From an optimization exercise on the open Yosys and OpenROAD flow, aimed at small area and a short achievable clock period; shortcuts taken in it are not production practice.
The RTL was checked by simulation tests, not by an equivalence proof against the original design.
The flow treats the clock pin as an ideal source, which a real chip does not have.
Power is estimated from default activity; no workload was simulated.

## vedic_multiplier_32x32_pipelined
module vedic_multiplier_32x32_pipelined(
    input clk,
    input [31:0] a, b,
    output reg [63:0] result_32x32
);
For scale: roughly 3000 cells after synthesis, about 130 I/O pins, about 33000 um2 of cells after synthesis.
Settings: LEC_CHECK=0, ABC_AREA=1, CAP_MARGIN=50, CORE_MARGIN=2, CORE_UTILIZATION=65, CTS_CLUSTER_DIAMETER=120, CTS_CLUSTER_SIZE=26, SLEW_MARGIN=70, SYNTH_HIERARCHICAL=1, SYNTH_MINIMUM_KEEP_SIZE=0; clock period 11.5 ns.
standard.sh (not shown) runs the stock make flow with config.mk's settings and CLKGATE_MAP_FILE= SYNTH_SCRIPT=/design/flow/synth_recipe.tcl, a recipe that flattens the netlist after the stock synthesis.
==> flow/flow/run.sh <==
#!/bin/bash
# Own layout flow: the standard ORFS flow (standard.sh, unchanged synthesis),
# with the I/O port buffers made of sky130_fd_sc_hd__buf_2 cells instead of the
# delay-cell buffer that buffer_ports picks by default.
# make's full output goes to standard_flow.log here; ORFS keeps each step's log
# under orfs/logs/.
set -euo pipefail
bash standard.sh "BUFFER_PORTS_ARGS=-buffer_cell sky130_fd_sc_hd__buf_2" finish > standard_flow.log 2>&1
Change:
--- a/flow/config.mk
+++ b/flow/config.mk
@@ -7,10 +7,10 @@
 export LEC_CHECK = 0
 export ABC_AREA = 1
-export CAP_MARGIN = 50
+export CAP_MARGIN = 30
 export CORE_MARGIN = 2
-export CORE_UTILIZATION = 65
+export CORE_UTILIZATION = 55
 export CTS_CLUSTER_DIAMETER = 120
 export CTS_CLUSTER_SIZE = 26
-export SLEW_MARGIN = 70
+export SLEW_MARGIN = 50
 export SYNTH_HIERARCHICAL = 1
 export SYNTH_MINIMUM_KEEP_SIZE = 0
The new run finished clean.
Final area shrinks slightly.
Count of clock-buffer cells in the layout shrinks by 1.
Power shrinks slightly.
Worst hold slack hardly moves.
Setup slack improved by 33 ps.
Cell count grows by a few percent.
Sequential share of layout area grows by 0.14 points.
Critical path depth does not change.
Fmax grows slightly.


Another version of the RTL of vedic_multiplier_32x32_pipelined (not shown whole).
For scale: about 530 flip-flops, ~130 I/O pins, about 33000 µm² of cells after synthesis.
==> flow/config.mk <==
export PLATFORM = sky130hd
export DESIGN_NAME = vedic_multiplier_32x32_pipelined
export DESIGN_NICKNAME = vedic_multiplier_32x32_pipelined
export VERILOG_FILES = /design/flow/design.v
export SDC_FILE = /design/flow/constraint.sdc
export NUM_CORES = 4
export LEC_CHECK = 0
export ABC_AREA = 1
export CAP_MARGIN = 30
export CORE_MARGIN = 2
export CORE_UTILIZATION = 55
export CTS_CLUSTER_DIAMETER = 120
export CTS_CLUSTER_SIZE = 26
export SLEW_MARGIN = 50
export SYNTH_HIERARCHICAL = 1
export SYNTH_MINIMUM_KEEP_SIZE = 0
==> flow/constraint.sdc <==
create_clock -name core_clock -period 11.5 [get_ports {clk}]
set_input_delay 2.3000 -clock core_clock [delete_from_list [all_inputs] [get_ports {clk}]]
set_output_delay 2.3000 -clock core_clock [all_outputs]
set_load 0.01 [all_outputs]
==> flow/flow/run.sh <==
#!/bin/bash
# Own layout flow: the standard ORFS flow (standard.sh, unchanged synthesis)
# with two changes:
#  - the I/O port buffers are sky130_fd_sc_hd__buf_2 cells instead of the
#    delay-cell buffer that buffer_ports picks by default;
#  - after CTS, post_cts.tcl drops the clock tree's root buffer when it only
#    feeds the few first-level clock buffers (one stage less for every register).
# make's full output goes to standard_flow.log here; ORFS keeps each step's log
# under orfs/logs/.
set -euo pipefail
here=$(pwd)
bash standard.sh "BUFFER_PORTS_ARGS=-buffer_cell sky130_fd_sc_hd__buf_2" \
  "POST_CTS_TCL=$here/flow/post_cts.tcl" finish > standard_flow.log 2>&1
==> flow/flow/post_cts.tcl <==
set block [ord::get_db_block]
set clknet [[$block findBTerm clk] getNet]
set loads {}
foreach it [$clknet getITerms] { lappend loads $it }
if {[llength $loads] == 1} {
  set root [[lindex $loads 0] getInst]
  set master [[$root getMaster] getName]
  set out [$root findITerm X]
  if {[string match "sky130_fd_sc_hd__clkbuf_*" $master] && $out ne "NULL"} {
    set onet [$out getNet]
    set sinks {}
    foreach it [$onet getITerms] {
      if {[$it getInst] ne $root} { lappend sinks $it }
    }
    set ok [expr {[llength $sinks] <= 4 && [llength [$onet getBTerms]] == 0}]
    foreach it $sinks {
      if {![string match "sky130_fd_sc_hd__clkbuf_*" [[[$it getInst] getMaster] getName]]} { set ok 0 }
    }
    if {$ok} {
      puts "post_cts: removing root clock buffer [$root getName] ($master), port clk now feeds [llength $sinks] buffers"
      foreach it $sinks { $it disconnect; $it connect $clknet }
      [lindex $loads 0] disconnect
      odb::dbInst_destroy $root
      odb::dbNet_destroy $onet
    } else {
      puts "post_cts: root clock buffer kept"
    }
  }
}
The baseline ran to the end with no violations.
Edit:
Settings changed: CAP_MARGIN 30 to 20, SLEW_MARGIN 50 to 30.
Die area is unchanged. Final cell count stays flat. Non-clock buffer count increases by 1.

static timing again, ports no longer ideal:
How much do the figures lean on ideal ports? The routed layouts below were timed once more, with nothing changed but the port constraints.
Step 1 assumes that a clkbuf_16 drives the clock port and a buf_2 every other input.
Step 2 also shifts input and output timing later by t, the mid clock arrival at the registers, as if the neighbouring blocks saw the same clock.
a / b / c = ideal / step 1 / step 2; a / b = the first two.
run | shift t [ns] | slack for setup (ns) | worst setup path after step 2 | slew at the worst register clock pin (ns) | worst data-port slew with drivers (ns)
the first run of note 1 | 0.655 | 8.105 / 8.043 / 8.176 | register to register | 0.11 / 0.11 | 0.07
the second run of note 1 | 0.636 | 8.138 / 8.076 / 8.178 | register to register | 0.11 / 0.11 | 0.09
the first run of note 2 | 0.530 | 8.283 / 8.200 / 8.382 | register to register | 0.11 / 0.11 | 0.09
the second run of note 2 | 0.555 | 8.265 / 8.178 / 8.274 | register to register | 0.11 / 0.11 | 0.09
After both steps every run listed still meets setup and hold.
